From an optimization exercise on the open Yosys and OpenROAD flow, aimed at small area and a short achievable clock period; shortcuts taken in it are not production practice. RTL that was checked went through simulation tests only; none was proved equivalent to the original. No activity file was given, so power comes from the tool's default toggle rates.

==> run F <==
==> flow/design.v <==
`timescale 1ns / 1ps
module fixedFloatConversion(
  input wire clk,
  input wire rst,
  input wire[31:0] targetnumber,
  input wire[4:0] fixpointpos,
  input wire opcode,
  output reg[31:0] result);
wire        s  = targetnumber[31];
wire [30:0] t  = targetnumber[30:0];
wire [30:0] mag = s ? (~t + 31'd1) : t;
wire        nz  = |t;
wire [9:0] d     = 10'd150 - {5'd0, fixpointpos} - {2'd0, targetnumber[30:23]};
wire       valid = (d[9:5] == 5'd0);
wire [4:0] amt   = d[4:0];
wire [23:0] m = {1'b1, targetnumber[22:0]};
wire [30:0] revm;
genvar g;
generate
  for (g = 0; g < 24; g = g + 1) begin : rv
    assign revm[30-g] = m[g];
  end
endgenerate
assign revm[6:0] = 7'd0;
wire [30:0] x0 = opcode ? revm : mag;
wire z16 = opcode ? amt[4] : ~|x0[30:15];
wire [30:0] x1 = z16 ? {x0[14:0], 16'd0} : x0;
wire z8  = opcode ? amt[3] : ~|x1[30:23];
wire [30:0] x2 = z8 ? {x1[22:0], 8'd0} : x1;
wire z4  = opcode ? amt[2] : ~|x2[30:27];
wire [30:0] x3 = z4 ? {x2[26:0], 4'd0} : x2;
wire z2  = opcode ? amt[1] : ~|x3[30:29];
wire [30:0] x4 = z2 ? {x3[28:0], 2'd0} : x3;
wire z1  = opcode ? amt[0] : ~x4[30];
wire [30:0] y  = z1 ? {x4[29:0], 1'd0} : x4;
wire [4:0]  lz = {z16, z8, z4, z2, z1};
wire [7:0]  e  = 8'd157 - {3'd0, lz} - {3'd0, fixpointpos};
wire [31:0] fres = nz ? {s, e, y[29:7]} : 32'd0;
wire [23:0] v;
generate
  for (g = 0; g < 24; g = g + 1) begin : rb
    assign v[g] = y[30-g] & valid;
  end
endgenerate
wire [31:0] xres = s ? -{8'd0, v} : {8'd0, v};
always @(posedge clk) begin
  result <= opcode ? xres : fres;
end
endmodule
==> flow/run.sh <==
#!/bin/bash
# synth_recipe.tcl (not shown) runs the flow's synth.tcl, then flattens the netlist and writes it again
# the make line also repeats each setting of config.mk as NAME=value (left out here)
make -C /OpenROAD-flow-scripts/flow DESIGN_CONFIG=/design/flow/config.mk WORK_HOME=/design/flow/orfs CLKGATE_MAP_FILE= SYNTH_SCRIPT=/design/flow/synth_recipe.tcl finish
==> flow/config.mk <==
export PLATFORM = sky130hd
export DESIGN_NAME = fixedFloatConversion
export DESIGN_NICKNAME = fixedFloatConversion
export VERILOG_FILES = /design/flow/design.v
export SDC_FILE = /design/flow/constraint.sdc
export NUM_CORES = 4
export LEC_CHECK = 0
export ABC_AREA = 1
export CAP_MARGIN = 20
export CORE_MARGIN = 2
export CORE_UTILIZATION = 70
export PLACE_DENSITY = 0.8
export SLEW_MARGIN = 20
==> flow/constraint.sdc <==
create_clock -name core_clock -period 9.0 [get_ports {clk}]
set_input_delay 1.8000 -clock core_clock [delete_from_list [all_inputs] [get_ports {clk}]]
set_output_delay 1.8000 -clock core_clock [all_outputs]
set_load 0.01 [all_outputs]
==> run C (differences from run F) <==
==> flow/design.v, changed modules only <==
module fixedFloatConversion(
  input wire clk,
  input wire rst,
  input wire[31:0] targetnumber,
  input wire[4:0] fixpointpos,
  input wire opcode,
  output reg[31:0] result);
wire        s  = targetnumber[31];
wire [30:0] t  = targetnumber[30:0];
wire        nz = |t;
wire [4:0] lz;
lzc32 ulz (.w({t ^ {31{s}}, 1'b1}), .lz(lz));
wire [9:0] d     = 10'd150 - {5'd0, fixpointpos} - {2'd0, targetnumber[30:23]};
wire       valid = (d[9:5] == 5'd0);
wire [4:0] bsh   = ~d[4:0];
wire [54:0] xa = {t, 24'd0};
wire [54:0] xb = {31'd0, 1'b1, t[22:0]};
wire [4:0]  sh = opcode ? bsh : lz;
wire pa1 = ~opcode & lz[4];
wire pa0 = ~opcode & ~lz[4];
wire pb1 = opcode & bsh[4];
wire pb0 = opcode & ~bsh[4];
wire [54:16] x1 = ({39{pa1}} & xa[38:0]) | ({39{pa0}} & xa[54:16])
                | ({39{pb1}} & xb[38:0]) | ({39{pb0}} & xb[54:16]);
wire [54:24] x2 = sh[3] ? x1[46:16] : x1[54:24];
wire [54:28] x3 = sh[2] ? x2[50:24] : x2[54:28];
wire [54:30] x4 = sh[1] ? x3[52:28] : x3[54:30];
wire [54:31] y  = sh[0] ? x4[53:30] : x4[54:31];
wire st = (~sh[2] & |x2[27:24]) | (~sh[1] & |x3[29:28]) | (~sh[0] & x4[30]);
wire        cin = ~opcode & st;
wire [24:0] vp;                  
prefix_or #(.N(25)) pb (.a({y[54:31], cin}), .y(vp));
wire [23:0] low = y[54:31] ^ ({24{s}} & vp[23:0]);
wire        pow2 = s & (&(t[30:1] | ~t[29:0]));
wire [7:0]  e  = 8'd157 - {3'd0, fixpointpos} - {3'd0, lz} + {7'd0, pow2};
wire keep = opcode ? valid : nz;
always @(posedge clk) begin
  result[22:0]  <= keep ? low[22:0] : 23'd0;
  result[30:23] <= keep ? (opcode ? {{7{s & vp[24]}}, low[23]} : e) : 8'd0;
  result[31]    <= keep & s & (~opcode | vp[24]);
end
endmodule
module lzc32 (
  input  wire [31:0] w,
  output wire [4:0]  lz);
  wire [15:0] z1; wire [15:0] c1;
  wire [7:0]  z2; wire [15:0] c2;
  wire [3:0]  z3; wire [11:0] c3;
  wire [1:0]  z4; wire [7:0]  c4;
  genvar i;
  generate
    for (i = 0; i < 16; i = i + 1) begin : l1
      assign z1[i] = ~(w[2*i+1] | w[2*i]);
      assign c1[i] = ~w[2*i+1];
    end
    for (i = 0; i < 8; i = i + 1) begin : l2
      assign z2[i] = z1[2*i+1] & z1[2*i];
      assign c2[2*i+1:2*i] = z1[2*i+1] ? {1'b1, c1[2*i]} : {1'b0, c1[2*i+1]};
    end
    for (i = 0; i < 4; i = i + 1) begin : l3
      assign z3[i] = z2[2*i+1] & z2[2*i];
      assign c3[3*i+2:3*i] = z2[2*i+1] ? {1'b1, c2[4*i+1:4*i]} : {1'b0, c2[4*i+3:4*i+2]};
    end
    for (i = 0; i < 2; i = i + 1) begin : l4
      assign z4[i] = z3[2*i+1] & z3[2*i];
      assign c4[4*i+3:4*i] = z3[2*i+1] ? {1'b1, c3[6*i+2:6*i]} : {1'b0, c3[6*i+5:6*i+3]};
    end
  endgenerate
  assign lz = z4[1] ? {1'b1, c4[3:0]} : {1'b0, c4[7:4]};
endmodule
module prefix_or #(parameter N = 32) (
  input  wire [N-1:0] a,
  output wire [N-1:0] y);
  localparam L = 5;               
  wire [N-1:0] p [0:L];
  assign p[0] = a;
  genvar k, i;
  generate
    for (k = 0; k < L; k = k + 1) begin : lv
      for (i = 0; i < N; i = i + 1) begin : bt
        if ((i >> k) & 1)
          assign p[k+1][i] = p[k][i] | p[k][((i >> k) << k) - 1];
        else
          assign p[k+1][i] = p[k][i];
      end
    end
  endgenerate
  assign y = p[L];
endmodule
==> flow/flow/run.sh (new file) <==
#!/bin/bash
# Standard layout with two changes:
#  - synthesis maps with the ABC script flow/map.abc (registers untouched:
#    abc runs without -dff, so the standard synthesis's flip-flops remain);
#  - the port buffers are the smallest buffer cell.
set -euo pipefail
W=$(pwd)
export BUFFER_PORTS_ARGS="-buffer_cell sky130_fd_sc_hd__buf_1"
{
  echo 'proc abc {args} {'
  echo '  set i [lsearch $args -script]'
  echo "  if {\$i >= 0} { lset args [expr {\$i+1}] $W/flow/map.abc }"
  echo '  yosys abc {*}$args'
  echo '}'
  cat "$W/synth_recipe.tcl"
} > "$W/my_synth.tcl"
sed -E "s#'?SYNTH_SCRIPT=[^ ']*'?#SYNTH_SCRIPT=$W/my_synth.tcl#" "$W/standard.sh" > "$W/my_standard.sh"
grep -q "SYNTH_SCRIPT=$W/my_synth.tcl" "$W/my_standard.sh"
bash "$W/my_standard.sh" > "$W/standard.log" 2>&1
==> flow/flow/map.abc (new file) <==
strash
dch -f
map -B 0.9
==> flow/standard.sh (new file) <==
#!/bin/bash
# synth_recipe.tcl (not shown) runs the flow's synth.tcl, then flattens the netlist and writes it again
# the make line also repeats each setting of config.mk as NAME=value (left out here)
make -C /OpenROAD-flow-scripts/flow DESIGN_CONFIG=/design/flow/config.mk WORK_HOME=/design/flow/orfs CLKGATE_MAP_FILE= SYNTH_SCRIPT=/design/flow/synth_recipe.tcl "${@:-finish}"
CORE_UTILIZATION = 40   (was 70)
PLACE_DENSITY = unset   (was 0.8)
SETUP_SLACK_MARGIN = 3   (was unset)
TNS_END_PERCENT = 0   (was unset)
removed: flow/run.sh
==> summary of the runs <==
- Final area: run C is smaller than run F (about 13%).
- Between run C and run F, the lower via count is in run C (gap 12%, measured against run F).
- Against run C, the sequential share of layout area of run F is lower by 1.5 points.
- Of run F and run C, run F has the higher utilization (gap 34 points).
- In run F the synthesized cell count is higher than in run C, by about 10%.
- Against run C, the global-route usage of run F is higher by 16 points.
- Against run C, the routed wire length of run F is larger by 13%.
- Critical path depth: run C is lower than run F (12).
- Sequential power: run F is larger than run C (19%).
- Between run F and run C, the lower first-iteration DRC count is in run C (gap about 100%, measured against run C).
- Between run F and run C, the lower non-clock buffer count is in run F (gap 3).
==> figures <==
| quantity | run C | run F |
|---|---|---|
| Adder-Cell Fraction of Synth Area | 5.91% | 5.07% |
| Synthesized area per cell | 5.06 sq um | 5.33 sq um |
| WL/cell | 13.1 microns | 14.7 microns |
| Run status | finished clean | finished clean |
| Power per Cell Area | 158 mW/mm^2 | 201 mW/mm^2 |
| Via/cell ratio | 5.32 | 5.99 |
| Share of the synthesized area in the top cell type | 31.4% | 24.8% |
| Distinct cell type count of the synthesized netlist | 27 | 44 |
| Proportion of power drawn by flip-flops and latches | 20.8% | 16.8% |
| Met2 routed WL | 6810 microns | 7490 microns |
| Die area | 0.0126 sq mm | 0.00856 sq mm |
| Sequential fraction of total cell area | 11.8% | 10.3% |
| Total via count after detailed routing | 6180 | 7017 |
| Synth Area in Compound Gates | 13.6% | 13.4% |
| Switching component of the power | 0.391 mW | 0.637 mW |
| Starting utilization of the core area | 41.0% | 71.7% |
| GRT met1 Usage | 33.5% | 55.9% |
| Clk root buf | clkbuf_16 | clkbuf_8 |
| Switching power as a share of total power | 45.6% | 50.7% |
| Biggest cell delay along the critical path | 0.33 ns | 0.40 ns |
| Critical path data arrival time | 5.69 ns | 8.40 ns |
| Setup WS pre-CTS | 2.77 ns | 0.810 ns |
| Cell total after placement | 1151 | 1164 |
The RTL of run F was laid out without a check of its function.

==> port drivers added, routing unchanged <==
Ports are ideal in the flow. The routed layouts listed here were re-timed in OpenROAD. Step 1 sets driving cells, clkbuf_16 on the clock port and buf_2 on the other inputs (assumed; they add their load-dependent delay and slew). Step 2, shift: input delay + t, output delay - t, t = (earliest + latest rising clock arrival at the registers) / 2. This alone moves slack from input paths to output paths. Slacks: no drivers / after step 1 / after step 2; pairs: no drivers / after step 1.
run | shift t [ns] | setup WS [ns] | latest minus earliest clock arrival (ns) | worst data-port slew with drivers (ns)
run F | 0.310 | 0.761 / 0.768 / 0.457 | 0.006 / 0.005 | 0.04
run C | 0.314 | 3.452 / 3.462 / 3.148 | 0.004 / 0.004 | 0.03
After both steps every run listed still meets setup and hold.
